This is an optimization exercise on Yosys and OpenROAD, whose aim is small area and a short achievable clock period, not a production implementation. Only simulation tests tie the RTL to the original design; equivalence was not proved. Power is estimated from default activity; no workload was simulated.

==> design/flow/design.v <==
module alu #(parameter WIDTH=32) (
    input  logic [WIDTH-1:0] op1, op2,       
    input  logic [3:0] alu_ctrl,             
    output logic [WIDTH-1:0] alu_result,     
    output logic zero,  
    output logic lessSigend,
    output logic lessUnsigend                     
);
    always @(*) begin
        case (alu_ctrl)
            4'b0000: alu_result = op1 + op2;                 
            4'b1000: alu_result = op1 - op2;                 
            4'b0111: alu_result = op1 & op2;                 
            4'b0110: alu_result = op1 | op2;                 
            4'b0100: alu_result = op1 ^ op2;                 
            4'b0001: alu_result = op1 << op2[4:0];                
            4'b0101: alu_result = op1 >> op2[4:0];                
            4'b1101: alu_result = $signed(op1) >>> op2[4:0];      
            4'b0010: alu_result = ($signed(op1) < $signed(op2)) ? 1 : 0;  
            4'b0011: alu_result = (op1 < op2) ? 1 : 0;        
            default: alu_result = '0;                        
        endcase
        if ($unsigned(op1) < $unsigned(op2)) begin
            lessUnsigend = 1;
        end else begin
            lessUnsigend = 0;
        end
        if ($signed(op1) < $signed(op2))
            lessSigend = 1;
        else 
            lessSigend = 0;
        zero = (alu_result == 0) ? 1'b1 : 1'b0;
    end
endmodule
module alu_control (
    input  logic [1:0] alu_op,      
    input  logic func7,   
    input  logic [2:0] func3,     
    output logic [3:0] alu_ctrl   
);
always @(*) begin
    case (alu_op)
        2'b00: begin  
            alu_ctrl = 4'b0000;  
        end
        2'b01: begin  
            alu_ctrl = 4'b1000;  
        end
        2'b10: begin  
            case ({func7, func3})
                4'b0000: alu_ctrl = 4'b0000;  
                4'b1000: alu_ctrl = 4'b1000;  
                4'b0111: alu_ctrl = 4'b0111;  
                4'b0110: alu_ctrl = 4'b0110;  
                default: alu_ctrl = {((func3 == 3'b000) | (func3 == 3'b101)) & func7, func3};  
            endcase
        end
        2'b11: begin  
            case (func3)
                3'b000: alu_ctrl = 4'b0000;                    
                3'b010: alu_ctrl = 4'b0010;                    
                3'b011: alu_ctrl = 4'b0011;                    
                3'b100: alu_ctrl = 4'b0100;                    
                3'b110: alu_ctrl = 4'b0110;                    
                3'b111: alu_ctrl = 4'b0111;                    
                3'b001: alu_ctrl = 4'b0001;                    
                3'b101: alu_ctrl = func7 ? 4'b1101 : 4'b0101;  
                default: alu_ctrl = 4'b0000;
            endcase
        end
        default: alu_ctrl = 4'b0000;
    endcase
end
endmodule
module main_control(
    input logic [6:0] opcode,
    output logic reg_write,
    output logic mem_write,
    output logic mem_to_reg,
    output logic [1:0] alu_op,
    output logic alu_src,
    output logic branch
);
    always @(*) begin
        case (opcode)
            7'b0110011: begin  
                reg_write = 1'b1; 
                mem_write = 1'b0; 
                mem_to_reg = 1'b0;
                alu_op = 2'b10;
                alu_src = 1'b0;
                branch = 1'b0;
            end 
            7'b0010011: begin  
                reg_write = 1'b1; 
                mem_write = 1'b0; 
                mem_to_reg = 1'b0;
                alu_op = 2'b11;
                alu_src = 1'b1;
                branch = 1'b0;
            end 
            7'b0000011: begin  
                reg_write = 1'b1; 
                mem_write = 1'b0; 
                mem_to_reg = 1'b1;
                alu_op = 2'b00;
                alu_src = 1'b1;
                branch = 1'b0;
            end 
            7'b0100011: begin  
                reg_write = 1'b0; 
                mem_write = 1'b1; 
                mem_to_reg = 1'b0;
                alu_op = 2'b00;
                alu_src = 1'b1;
                branch = 1'b0;
            end 
            7'b1100011: begin  
                reg_write = 1'b0; 
                mem_write = 1'b0; 
                mem_to_reg = 1'b0;
                alu_op = 2'b01;
                alu_src = 1'b0;
                branch = 1'b1;
            end 
            7'b1101111: begin  
                reg_write = 1'b1; 
                mem_write = 1'b0; 
                mem_to_reg = 1'b0;
                alu_op = 2'b00;
                alu_src = 1'b1;
                branch = 1'b1;
            end 
            7'b1100111: begin  
                reg_write = 1'b1; 
                mem_write = 1'b0; 
                mem_to_reg = 1'b0;
                alu_op = 2'b00;
                alu_src = 1'b1;
                branch = 1'b0;
            end
            7'b0010111: begin  
                reg_write = 1'b1; 
                mem_write = 1'b0; 
                mem_to_reg = 1'b0;
                alu_op = 2'b00;
                alu_src = 1'b1;
                branch = 1'b0;
            end
            7'b0110111: begin  
                reg_write = 1'b1; 
                mem_write = 1'b0; 
                mem_to_reg = 1'b0;
                alu_op = 2'b00;
                alu_src = 1'b1;
                branch = 1'b0;
            end 
            default: begin      
                reg_write = 1'b0; 
                mem_write = 1'b0; 
                mem_to_reg = 1'b0;
                alu_op = 2'b00;
                alu_src = 1'b0;
                branch = 1'b0;
            end            
        endcase
    end
endmodule
module branch_controller #(parameter WIDTH=32) (
    input logic zero,
    input logic lessUnsigend,
    input logic lessSigend,
    input logic [2:0]func3,
    input logic branch,   
    output logic pc_sel                 
);
    always_comb begin
        case (func3)
            3'b000: pc_sel = (zero & branch) ? 1 : 0;    
            3'b001: pc_sel = (!zero & branch) ? 1 : 0;   
            3'b100: pc_sel = (lessSigend & branch) ? 1 : 0;    
            3'b101: pc_sel = (!lessSigend & branch) ? 1 : 0;   
            3'b110: pc_sel = (lessUnsigend & branch) ? 1 : 0;    
            3'b111: pc_sel = (!lessUnsigend & branch) ? 1 : 0;   
        default: pc_sel = 0 ; 
        endcase
    end
endmodule
module control_unit #(parameter WIDTH = 32)
    (
    input logic [ WIDTH - 1 : 0 ] inst,
    input logic zero,
    input logic lessUnsigend,
    input logic lessSigend,  
    output logic reg_write,
    output logic mem_write,
    output logic mem_to_reg,
    output logic alu_src,
    output logic [3:0] alu_ctrl,
    output logic pc_sel    
);
    logic [2:0]func3;
    logic [6:0]func7;
    logic branch;
    assign func3 = inst[14:12];
    assign func7 = inst[31:25];
    logic [1:0] alu_op;
    main_control mc(
                .opcode(inst[6:0]),
                .reg_write(reg_write),
                .mem_write(mem_write),
                .mem_to_reg(mem_to_reg),
                .alu_op(alu_op),
                .alu_src(alu_src),
                .branch(branch)
    );
    alu_control aluctrl(
                .func3(func3),
                .func7(func7[5]),
                .alu_op(alu_op),
                .alu_ctrl(alu_ctrl)
    );
    branch_controller #(WIDTH) bctrl(
        .zero(zero),
        .lessUnsigend(lessUnsigend),
        .lessSigend(lessSigend),
        .func3(func3),
        .branch(branch),   
        .pc_sel(pc_sel)                 
    );
endmodule
module imm_gen #(parameter WIDTH = 32)(
    input [ WIDTH - 1 : 0 ] inst,
    output logic [ WIDTH - 1 : 0 ] imm
    );
    logic [6:0] opcode;
    assign opcode = inst[6:0]; 
    always @ (*) begin
    case(opcode)
        7'b0010011 : imm = {{20{inst[31]}},inst[31:20]};  
        7'b0000011 : imm = {{20{inst[31]}},inst[31:20]};  
        7'b1100111 : imm = {{20{inst[31]}},inst[31:20]};  
        7'b0100011 : imm = {{20{inst[31]}},inst[31:25],inst[11:7]};  
        7'b1100011 : imm = {{20{inst[31]}},inst[7],inst[30:25],inst[11:8],1'b0};  
        7'b1101111 : imm = {{12{inst[31]}}, inst[19:12], inst[20], inst[30:21], 1'b0};  
        7'b0110111 : imm = {inst[31:12],{12{1'b0}}};  
        7'b0010111 : imm = {inst[31:12],{12{1'b0}}};  
    default  : imm = '0;
    endcase
    end
endmodule
module alignment_unit (
    input logic [2:0] fun3,
    input logic [1:0] addr,
    input logic [31:0] raw_data,
    output logic [31:0] aligned_data
);
    logic [7:0] byte_data;
    logic [15:0] halfword_data;
    assign byte_data = (addr == 2'b00) ? raw_data[7:0] :
                       (addr == 2'b01) ? raw_data[15:8] :
                       (addr == 2'b10) ? raw_data[23:16] : raw_data[31:24];
    assign halfword_data = (addr[1] == 1'b0) ? raw_data[15:0] : raw_data[31:16];
    always_comb begin
        case (fun3)
            3'b000: aligned_data = {{24{byte_data[7]}}, byte_data};           
            3'b001: aligned_data = {{16{halfword_data[15]}}, halfword_data};  
            3'b100: aligned_data = {{24{1'b0}}, byte_data};                   
            3'b101: aligned_data = {{16{1'b0}}, halfword_data};               
            default: aligned_data = raw_data;                                 
        endcase
    end
endmodule
module data_mem #(parameter WIDTH = 32) (
    input logic mem_write,
    input logic [2:0] fun3,
    input logic [WIDTH-1:0] addr, wdata,
    input logic [WIDTH-1:0] raw_data,
    output logic [3:0] wstrb,
    output logic [WIDTH-1:0] wdata_o,
    output logic [WIDTH-1:0] rdata
);
    logic [3:0] wsel;
    always_comb begin
        case (fun3[1:0])
            2'b00: wsel = (addr[1:0] == 2'b00) ? 4'b0001 :
                          (addr[1:0] == 2'b01) ? 4'b0010 :
                          (addr[1:0] == 2'b10) ? 4'b0100 : 4'b1000;
            2'b01: wsel = (addr[1] == 1'b0) ? 4'b0011 : 4'b1100;
            default: wsel = 4'b1111;
        endcase
    end
    assign wstrb = mem_write ? wsel : 4'b0000;
    always_comb begin
        case (fun3[1:0])
            2'b00: wdata_o = {4{wdata[7:0]}};
            2'b01: wdata_o = {2{wdata[15:0]}};
            default: wdata_o = wdata;
        endcase
    end
    alignment_unit align_unit (
        .fun3(fun3),
        .addr(addr[1:0]),
        .raw_data(raw_data),
        .aligned_data(rdata)
    );
endmodule
module reg_file#( parameter REGF_WIDTH = 32 )(
    input clk,
    input reset_n,
    input reg_write,
    input [4:0] raddr1,
    input [4:0] raddr2,
    input [4:0] waddr,
    input [REGF_WIDTH-1:0] wdata,
    output logic [REGF_WIDTH - 1 : 0] rdata1,
    output logic [REGF_WIDTH - 1 : 0] rdata2
);
    logic [REGF_WIDTH -1:0] register_file [31:1];
    integer i;
    always_ff @(posedge clk, negedge reset_n) begin
        if (!reset_n) begin 
           for(i = 3; i < 32; i = i + 1)
            register_file[i] <= 0;
            register_file[1] <= 0;
            register_file[2] <= 4096;
        end
        else if (reg_write & (waddr !=0)) begin
        register_file[waddr] <= wdata;
        end
    end
    assign rdata1 = (raddr1 == 0) ? '0 : register_file[raddr1];
    assign rdata2 = (raddr2 == 0) ? '0 : register_file[raddr2];
endmodule
module program_counter #(
                         parameter n = 32 
                        )(
                        input logic clk,
                        input logic reset_n,
                        input logic [n-1:0] data_in,
                        output logic [n-1:0] data_o
                        );
        always@(posedge clk, negedge reset_n) begin
            if(!reset_n) begin
                data_o <= 0;
            end
            else begin
                data_o <= data_in;
            end
        end
endmodule                        
module data_path#(parameter n = 32)
                (                    
                    input logic clk,
                    input logic reset_n,
                    input logic ALUsrc,
                    input logic memToReg,
                    input logic mem_write,
                    input logic reg_write,
                    input logic [3:0] alu_ctrl,
                    output logic [n-1:0] inst,
                    output logic zero,
                    output logic lessUnsigend,
                    output logic lessSigend,
                    input logic pc_sel,
                    output logic [n-1:0] imem_addr,
                    input logic [n-1:0] imem_rdata,
                    output logic [n-1:0] dmem_addr,
                    output logic dmem_re,
                    output logic [3:0] dmem_wstrb,
                    output logic [n-1:0] dmem_wdata,
                    input logic [n-1:0] dmem_rdata
                );
    logic [n-1:0] data_o;
    logic [n-1:0] rdata;
    logic [n-1:0] imm;
    logic [$clog2(n)-1:0] raddr1; 
    logic [$clog2(n)-1:0] raddr2; 
    logic [$clog2(n)-1:0] waddr;
    logic [n-1:0] rdata1;
    logic [n-1:0] rdata2;
    logic [n-1:0] alu_result;
    logic [n-1:0] mux_output1;
    logic [n-1:0] mux_output2;
    logic [n-1:0] mux_output3;   
    logic [n-1:0] mux_output4; 
    logic [n-1:0] mux_output5; 
    logic [n-1:0] mux_output6;           
    logic PC_jump_sel;            
    logic PC_jalr_sel;
    logic aupic_sel;
    logic lui_sel;
    logic [n-1:0] mux_output7;
    assign lui_sel =      (~inst[6] &  inst[5] & 
                            inst[4] & ~inst[3] & 
                            inst[2] & inst[1] & inst[0]);
    assign aupic_sel =    (~inst[6] &  ~inst[5] & 
                            inst[4] & ~inst[3] & 
                            inst[2] & inst[1] & inst[0]);
    assign PC_jalr_sel =    (inst[6] &  inst[5] & 
                            ~inst[4] & ~inst[3] & 
                            inst[2] & inst[1] & inst[0]);
    assign PC_jump_sel =  (inst[6] &  inst[5] & 
                            ~inst[4] & inst[3] & 
                            inst[2] & inst[1] & inst[0]) ;
    assign mux_output7 =  (lui_sel) ? 
    imm : mux_output6;
    assign mux_output6 =  (aupic_sel) ? 
    (data_o + imm) : mux_output5;
    assign mux_output5 = (PC_jalr_sel | PC_jump_sel) ? 
    data_o + 4 : mux_output2;
    assign mux_output4 = (PC_jalr_sel) ? 
    ((imm + rdata1) & ~32'd1) : mux_output3;
    assign raddr1 = inst[19:15];
    assign raddr2 = inst[24:20];
    assign waddr = inst[11:7];
    assign mux_output1 = (ALUsrc)? imm: rdata2;
    assign mux_output2 = (memToReg)? rdata: alu_result;
    assign mux_output3 = (pc_sel | PC_jump_sel)? data_o + imm: data_o + 4;
    assign inst = imem_rdata;
    assign imem_addr = data_o;
    assign dmem_addr = alu_result;
    assign dmem_re = memToReg;
    data_mem #(n) d(
    .mem_write(mem_write),
    .addr(alu_result),
    .fun3(inst [14:12]),
    .wdata(rdata2),
    .raw_data(dmem_rdata),
    .wstrb(dmem_wstrb),
    .wdata_o(dmem_wdata),
    .rdata(rdata)
    );
    imm_gen #(n) i(
     .inst(inst),
     .imm(imm)
    );
    reg_file #(n) f(
    .clk(clk),
    .reset_n(reset_n),
    .reg_write(reg_write),
    .raddr1(raddr1),
    .raddr2(raddr2),
    .waddr(waddr),
    .wdata(mux_output7),
    .rdata1(rdata1),
    .rdata2(rdata2)
    );
    alu #(n) u(
    .op1(rdata1),
    .op2(mux_output1),
    .alu_ctrl(alu_ctrl),
    .alu_result(alu_result),
    .zero(zero),
    .lessSigend(lessSigend),
    .lessUnsigend(lessUnsigend)
    );
    program_counter #(n) p(
    .clk(clk),
    .reset_n(reset_n),
    .data_in(mux_output4),
    .data_o(data_o)
    );
endmodule
module rv32i_top #(parameter n = 32)
                (
                input logic clk,
                input logic reset_n,
                output logic [n-1:0] imem_addr,
                input logic [n-1:0] imem_rdata,
                output logic [n-1:0] dmem_addr,
                output logic dmem_re,
                output logic [3:0] dmem_wstrb,
                output logic [n-1:0] dmem_wdata,
                input logic [n-1:0] dmem_rdata
                );
                 logic zero;
                 logic lessUnsigend;
                 logic lessSigend;     
                 logic pc_sel;    
                 logic ALUsrc;
                 logic memToReg;
                 logic mem_write;
                 logic reg_write;
                 logic [3:0] alu_ctrl;
                 logic [n-1:0] inst;
    data_path#(n)
                dp(
                    .clk(clk),
                    .reset_n(reset_n),
                    .ALUsrc(ALUsrc),
                    .memToReg(memToReg),
                    .mem_write(mem_write),
                    .reg_write(reg_write),
                    .alu_ctrl(alu_ctrl),
                    .inst(inst),
                    .pc_sel(pc_sel),
                    .zero(zero),
                    .lessUnsigend(lessUnsigend),
                    .lessSigend(lessSigend),
                    .imem_addr(imem_addr),
                    .imem_rdata(imem_rdata),
                    .dmem_addr(dmem_addr),
                    .dmem_re(dmem_re),
                    .dmem_wstrb(dmem_wstrb),
                    .dmem_wdata(dmem_wdata),
                    .dmem_rdata(dmem_rdata)
                );
    control_unit #( n )cu(
                .inst(inst),
                .reg_write(reg_write),
                .mem_write(mem_write),
                .mem_to_reg(memToReg),
                .alu_src(ALUsrc),                
                .alu_ctrl(alu_ctrl),
                .zero(zero),
                .lessUnsigend(lessUnsigend),
                .lessSigend(lessSigend),
                .pc_sel(pc_sel)
    );
endmodule
==> design/flow/run.sh <==
#!/bin/bash
# synth_recipe.tcl (not shown) runs the flow's synth.tcl, then flattens the netlist and writes it again
# the make line also repeats each setting of config.mk as NAME=value (left out here)
make -C /OpenROAD-flow-scripts/flow DESIGN_CONFIG=/design/flow/config.mk WORK_HOME=/design/flow/orfs CLKGATE_MAP_FILE= SYNTH_SCRIPT=/design/flow/synth_recipe.tcl finish
==> design/flow/config.mk <==
export PLATFORM = sky130hd
export DESIGN_NAME = rv32i_top
export DESIGN_NICKNAME = rv32i_top
export VERILOG_FILES = /design/flow/design.v
export SDC_FILE = /design/flow/constraint.sdc
export NUM_CORES = 4
export LEC_CHECK = 0
export ABC_CLOCK_PERIOD_IN_PS = 9000
export CAP_MARGIN = 20
export CORE_MARGIN = 2
export CORE_UTILIZATION = 30
export PLACE_DENSITY = 0.5
export SETUP_SLACK_MARGIN = 0.3
export SLEW_MARGIN = 20
==> design/flow/constraint.sdc <==
create_clock -name core_clock -period 11.5 [get_ports {clk}]
set_input_delay 2.3000 -clock core_clock [delete_from_list [all_inputs] [get_ports {clk}]]
set_output_delay 2.3000 -clock core_clock [all_outputs]
set_load 0.01 [all_outputs]
==> impl_metrics.py <==
metrics = {
    "run_status": {
        "run_status": "timing/DRC/antenna clean",
    },
    "route": {
        "avgViaCountPerCell": 6.54,
        "drt_pass1_iterations": 10,
        "postRouteWirelength_um": 444000,
        "via_count": 76200,
        "detail_route.wl_per_cell_um": 38.1,
        "detailedRoute.firstIterationViolations": 11800,
        "drt.antenna.violating_nets": 0,
        "drc": 0,
    },
    "setup_path": {
        "setup.reg_to_reg.worst_slack_ps": 3000,
        "startpoint_type": "primary input",
        "worst_r2r_path_depth": 36,
        "critical-path-top-delay-family": "compound AO/OA/AOI/OAI gates",
        "critPathSlowestCell": "a2111oi_0",
        "critical_path_class": "primary input to primary output",
        "critPathMostFrequentCell": "buf_4",
        "cp_max_fo": 26,
        "crit_path_end_kind": "primary output",
        "crit-reg2reg-capture": "dp.f.register_file[8][23]$_DFFE_PN0P_",
        "cpPeakStageDelay_ps": 510,
        "critPathArrivalTime_ps": 8990,
        "cp.buffers_inverters": 8,
        "worstReg2RegStart": "dp.f.register_file[21][0]$_DFFE_PN0P_",
        "critical_path_required_ps": 9200,
    },
    "die": {
        "design.core.area_mm2": 0.223,
        "fp.dieW_um": 477,
        "rows": 173,
        "initial_utilization_pct": 30.2,
        "die_height_um": 477,
        "floorplan_die_area_mm2": 0.228,
        "count_of_pins_on_the_block_boundary": 167,
    },
    "yosys": {
        "syn_area_per_cell_um2": 8.20,
        "synth_seq_area_share_pct": 38.1,
        "synth_nets": 8433,
        "netlist_instances": 8202,
        "netlist_area_pre_place_mm2": 0.0673,
        "yosys_register_bits": 1024,
        "yosys_warnings": 10,
        "yosys.cell_types.count": 103,
        "main_synth_ff_type": "dfrtp_1",
        "edff_count_synth": 0,
        "postSynth.asyncResetShare_pct": 100,
    },
    "clock_network": {
        "clock_latency_ps": 850,
        "clockBufferDepth": 3,
        "cts.root.buffer_cell": "clkbuf_16",
        "clk_pin_slew_worst_paths_ps": 70,
        "htreeDepth": 3,
        "clock_sink_count": 1024,
        "cts_tree": "yes",
        "tritoncts.num_buffers": 121,
    },
    "timing": {
        "clock.fmax_mhz": 88.6,
        "period_needed_ps": 11290,
        "worst_pin_slew_ps": 1260,
        "timing.slew.headroom_pct": 15.9,
        "rsz0062_at_grt": "yes",
        "finalSetupTns_ps": 0,
        "count_of_final_max_slew_check_failures": 0,
        "finClkSkew_ps": 95.6,
        "final_min_period_over_clock_period_pct": 98.1,
        "setup_viol": 0,
        "finalHoldViolations": 0,
    },
    "power": {
        "internal-power_uw": 7000,
        "p_clk_share_pct": 41.7,
        "net-switching-power_uw": 3390,
        "fraction_of_power_consumed_by_sequential_logic_pct": 37.9,
        "p_leak_uw": 0.0368,
        "p_sw_share_pct": 32.6,
        "combinationalPowerShare_pct": 20.5,
        "power_per_cell_area_mw_per_mm2": 125,
        "power.ir.vdd_worst_v": 0.000133,
    },
    "hold_path": {
        "number_of_cells_traversed_by_the_worst_hold_path": 2,
        "worst_hold_startpoint": "dp.f.register_file[2][12]$_DFFE_PN1P_",
        "worstHoldEndpoint": "dp.f.register_file[2][12]$_DFFE_PN1P_",
        "min-delay-path-class": "flip-flop to flip-flop",
    },
    "placement": {
        "port_buffers": 166,
        "hpwl_um": 309000,
        "globalplace.congestion": 1.04,
        "post_dp_cell_area_mm2": 0.0774,
    },
    "global_route": {
        "grt_pass1_vias": 71300,
        "global_route_wire_length_before_repair_um": 605000,
        "track_usage_pct": 37.5,
        "maximum_number_of_pins_on_one_net_before_global_route_repair": 157,
        "grt_overflow_total": 0,
        "antenna_found_initial": 36,
    },
    "finish": {
        "finalInstanceArea_mm2": 0.0830,
        "syn2layout_area_growth_pct": 23.4,
        "final_layout_size_suffix_gt1_share_pct": 17.8,
        "num-nets-final": 8780,
    },
    "flow_run": {
        "drv_cap": 0,
    },
}
[metrics by stage]
stage | utilization (%) | instances | total power [uW] | setup WS [ps] | hold slack [ps]
after global placement | 34.8 | 11300 | 6010 | -713 | 478
after global routing | 37.3 | 11600 | 10600 | 172 | 523
after floorplan | - | 8202 | 4850 | 491 | 458
after detailed placement | 34.8 | 11300 | 6010 | -711 | 489
final | 37.3 | 11700 | 10400 | 214 | 505
after CTS | 37.0 | 11600 | 10300 | 301 | 499
[tightest hold or removal path, delay by kind of cell, from the launching register on]
kind               cells  cell delay [ps]
DFF                    1              380
AOI/OAI and AO/OA      1               70
and+or+nand+nor        1               50
[layout by cell type (no fill, tap or decap), types with 77 or more instances in the layout]
cell type,synthesis,routed
inv_1,133,133
nor3_1,128,108
a21oi_1,346,333
a211oi_1,88,77
nor2_1,376,318
ha_1,161,160
o21ai_0,963,952
nand3_1,441,429
nand2_1,1250,1227
buf_12,0,98
a22oi_1,442,439
a2111oi_0,123,105
buf_4,5,714
nand4_1,163,163
mux2_2,180,180
mux2i_1,88,87
and3_1,376,375
clkbuf_16,0,122
dfrtp_1,1023,1023
clkdlybuf4s50_1,0,151
[kinds of logic after synthesis]
group | count (synthesis) | synth area share [%]
buf+inv | 917 | 5.29
xor+xnor | 89 | 1.16
compound gates | 2699 | 26.3
fa+ha+maj | 165 | 3.11
mux | 274 | 4.51
flops | 1024 | 38.1
simple gates | 3034 | 21.5
[worst max path at each step]
stage / from / endpoint / slack (ps) / cells after the start
floorplan: imem_rdata[5] / dmem_wstrb[0] / 490 / 30
global placement: imem_rdata[24] / dmem_addr[29] / -710 / 28
detailed placement: imem_rdata[24] / dmem_addr[29] / -710 / 28
CTS: imem_rdata[24] / dmem_addr[23] / 300 / 30
global route: imem_rdata[24] / dmem_addr[29] / 170 / 31
finish: imem_rdata[15] / dmem_addr[29] / 210 / 25
[routing by layer]
metal	share of wire [%]	up-vias	routed length, um	track usage (%)
met3	11	1602	50800	11.0
met5	0.058	-	258	0
met1	39	37600	172000	47.7
met4	8.3	32	36900	25.4
met2	41	5747	184000	54.6
li1	-	31200	-	-
[synth_stat cells (all sizes together) (28+ instances only)]
library cell	count	area, um^2
nand2	1250	4690
dfrtp	1023	25600
o21ai	974	4880
clkbuf	664	2490
a22oi	442	3320
nand3	442	2220
and3	376	2350
nor2	376	1410
a21oi	348	1750
mux2	181	2040
nand4	163	1020
ha	161	2010
inv	142	533
nor3	129	651
a2111oi	125	1100
buf	109	523
a211oi	91	698
mux2i	88	881
a221oi	69	604
o211ai	67	503
xnor2	61	534
o31ai	51	397
a31oi	50	313
o22ai	48	300
a222oi	41	410
nand2b	40	250
a21o	38	285
o21a	38	285
nor4	35	219
or3	34	213
nor2b	32	200
nand3b	30	225
a22o	28	245
xor2	28	245
[sequential cells by signal, indices dropped and copies added (netlist names)]
signal	flops
dp.f.register_file	992
dp.p.data_o	32
[area by class of cell]
class | instances | area [um^2]
antenna | 24 | 60.1
clock buffer | 165 | 3430
clock inverter | 63 | 952
fill | 22900 | 140000
inverter | 144 | 541
multi-input combinational | 6261 | 39400
sequential | 1024 | 25600
tap | 2975 | 3720
timing repair buffer | 997 | 9200
[power groups by stage]
stage | combinational (uW) | clock (uW) | sequential [uW]
2_1_floorplan | 932 | 0 | 3920
3_3_place_gp | 2020 | 0 | 3990
3_5_place_dp | 2020 | 0 | 3990
4_1_cts | 2050 | 4360 | 3930
5_1_grt | 2210 | 4490 | 3940
6_report | 2120 | 4330 | 3930
[timing repair]
action | CTS | global route
pin swaps | 26 | 26
gates resized for setup | 96 | 62
hold endpoints to repair | 0 | 0
buffers inserted | 29 | 24
hold buffers | 0 | 0
endpoints found under the setup margin | 23 | 19
cloned | 1 | 0

[what the ideal ports hide]
No port has a modelled driver above. Below, the same layout with a new extraction and two added sets of constraints.
Step 1 assumes that a clkbuf_16 drives the clock port and a buf_2 every other input.
Step 2, shift: input delay + t, output delay - t, t = (earliest + latest rising clock arrival at the registers) / 2. This alone moves slack from input paths to output paths.
Three values: ideal ports, drivers, drivers and shift; two values: the first two.
t, ns: 0.900
setup slack, ns: 0.214 / 0.022 / 0.022
latest minus earliest clock arrival (ns): 0.096 / 0.096
worst register clock-pin slew, ns: 0.09 / 0.09
worst slew at a driven data input, ns: 0.21
After both steps this run still meets setup and hold. The setup slack of this run moves by -0.192 ns with the drivers and by -0.192 ns with both steps.
